This design comes from an exercise in tuning for small area, a short achievable clock period and few clock cycles on the open sky130 flow, not from production work.
Function was checked by simulation only, so behaviour that the tests miss may differ from the original.

==> inputs of v22 <==
// Milestone1
module Milestone1 (
   input  logic            Clock,
   input  logic            resetn,
   input  logic [15:0]     SRAM_read_data,
   input  logic            M1_start,
   output logic [17:0]     SRAM_address,
   output logic [15:0]     SRAM_write_data,
   output logic            SRAM_we_n,
   output logic            M1_end
);
==> flow/config.mk <==
export PLATFORM = sky130hd
export DESIGN_NAME = Milestone1
export DESIGN_NICKNAME = Milestone1
export VERILOG_FILES = /design/flow/design.v
export SDC_FILE = /design/flow/constraint.sdc
export NUM_CORES = 4
export LEC_CHECK = 0
export CAP_MARGIN = 20
export CORE_MARGIN = 2
export CORE_UTILIZATION = 40
export CTS_BUF_LIST = sky130_fd_sc_hd__clkbuf_8
export SLEW_MARGIN = 20
==> flow/constraint.sdc <==
create_clock -name core_clock -period 13.0 [get_ports {Clock}]
set_input_delay 2.6000 -clock core_clock [delete_from_list [all_inputs] [get_ports {Clock}]]
set_output_delay 2.6000 -clock core_clock [all_outputs]
set_load 0.01 [all_outputs]
standard.sh (not shown) runs the stock make flow with config.mk's settings and CLKGATE_MAP_FILE= SYNTH_SCRIPT=/design/flow/synth_recipe.tcl, a recipe that flattens the netlist after the stock synthesis.
==> flow/flow/run.sh <==
#!/bin/bash
# The standard layout, with the timing repair steps asked to leave a larger
# setup margin (the clock and constraints are the design's own).
set -euo pipefail
bash standard.sh SETUP_SLACK_MARGIN=8.8 finish > flow_make.log 2>&1
==> v30 (differences from v22) <==
--- a/flow/design.v
+++ b/flow/design.v
@@ -273,13 +273,13 @@
 logic [7:0]  ysel;
 logic [8:0]  usel, vsel;
 logic [22:0] ypr;               
 logic [8:0]  xu, xv;
 logic [10:0] xu3, xv3;
 logic [7:0]  cr, cg, cb;
-assign ysel = ybuf[15:8];    
+assign ysel = cyc[0] ? ybuf[15:8] : ybuf[7:0];
 assign usel = cyc[0] ? {uw[2][7], ~uw[2][7], uw[2][6:0]} : uo;
 assign vsel = cyc[0] ? {vw[2][7], ~vw[2][7], vw[2][6:0]} : vo;
 logic yt_s0, yt_c0;
 logic yt_s1, yt_c1;
 logic yt_s2, yt_c2;
 logic yt_s3, yt_c3;
@@ -866,24 +866,24 @@
 always_ff @(posedge Clock) begin
    if (~running & M1_start) begin
       cyc  <= 5'b00001;
       col  <= 8'd155;
       {c157, c158, c159, c0, c1} <= 5'd0;
       yptr <= 18'h3fffc;       
-      wptr <= 18'd146929;      
+      wptr <= 18'd146944;
       SRAM_address <= 18'd57600;
    end else begin
       cyc <= {cyc[3:0], cyc[4]};
       if (cyc[4]) SRAM_address <= caddr;
       if (cyc[0]) begin
          SRAM_address <= yptr;
          yptr <= yptr + 18'd1;
       end
       if (cyc[1] | cyc[2] | cyc[3]) begin
          SRAM_address <= wptr;
-         wptr <= wptr + 18'd1;
+         if (wr_on) wptr <= wptr + 18'd1;
       end
       if (cyc[2]) begin
          col  <= c159 ? 8'd0 : col + 8'd1;
          c157 <= (col == 8'd156);
          c158 <= c157;
          c159 <= c158;
@@ -908,9 +908,8 @@
          uw[5] <= ulow;
          vw[5] <= vbuf[7:0];
          vbuf  <= SRAM_read_data;
       end
    end
    if (cyc[3]) ybuf <= SRAM_read_data;
-   else if (cyc[0]) ybuf[15:8] <= ybuf[7:0];
 end
 endmodule
==> flow/run.sh (new file) <==
#!/bin/bash
# synth_recipe.tcl (not shown) runs the flow's synth.tcl, then flattens the netlist and writes it again
# the make line also repeats each setting of config.mk as NAME=value (left out here)
make -C /OpenROAD-flow-scripts/flow DESIGN_CONFIG=/design/flow/config.mk WORK_HOME=/design/flow/orfs CLKGATE_MAP_FILE= SYNTH_SCRIPT=/design/flow/synth_recipe.tcl finish
--- a/flow/config.mk
+++ b/flow/config.mk
@@ -5,8 +5,7 @@
 export SDC_FILE = /design/flow/constraint.sdc
 export NUM_CORES = 4
 export LEC_CHECK = 0
 export CAP_MARGIN = 20
 export CORE_MARGIN = 2
 export CORE_UTILIZATION = 40
-export CTS_BUF_LIST = sky130_fd_sc_hd__clkbuf_8
 export SLEW_MARGIN = 20
removed: flow/flow/run.sh
removed: flow/standard.sh
==> flow_summary.ini <==
[setup_path]
cp_slowest_cell = fa_1

[final_layout]
multi_input_area_share_pct = 50.3

[yosys]
synth_mux_area_share_pct = 4.25
synthXorXnorAreaFrac_pct = 3.81
synthAdderAreaFrac_pct = 27.0

[outcome]
status = finished clean

[cts]
cts.reportedPaths.clkPinSlew_ns = 0.06
[end of results for v22]
==> flow_summary.ini <==
[outcome]
status = finished clean

[yosys]
synth_mux_area_share_pct = 4.39
synthXorXnorAreaFrac_pct = 4.12
synthAdderAreaFrac_pct = 27.0

[die]
io_pins = 55

[global_route]
grt_util_met2_pct = 34.5

[cts]
cts.reportedPaths.clkPinSlew_ns = 0.07

[setup_path]
cp_slowest_cell = dfxtp_1
[end of results for v30]
Testbench counts of v22, summed over its fixed seeds: cycles 768,104.
Testbench counts of v30, summed over its fixed seeds: cycles 768,104.

## static timing again, ports no longer ideal
Ports are ideal in the flow. The routed layouts listed here were re-timed in OpenROAD.
Step 1 assumes that a clkbuf_16 drives the clock port and a buf_2 every other input.
Step 2 times the ports against the registers' clock, not the clock port: input delays grow and output delays shrink by t, the midpoint of the rising clock arrivals with the driver on.
a / b / c = no drivers / after step 1 / after step 2; a / b = the first two.
| run | t (ns) | setup WS [ns] | worst setup path after step 2 | slew at the worst register clock pin (ns) |
|---|---|---|---|---|
| v22 | 0.708 | 8.826 / 8.808 / 8.556 | input to register | 0.07 / 0.07 |
| v30 | 0.615 | 8.263 / 8.263 / 8.263 | register to register | 0.07 / 0.07 |
After both steps setup and hold are still met in every run listed. The setup slack of v22, which loses most, moves by -0.018 ns with the drivers and by -0.270 ns with both steps.
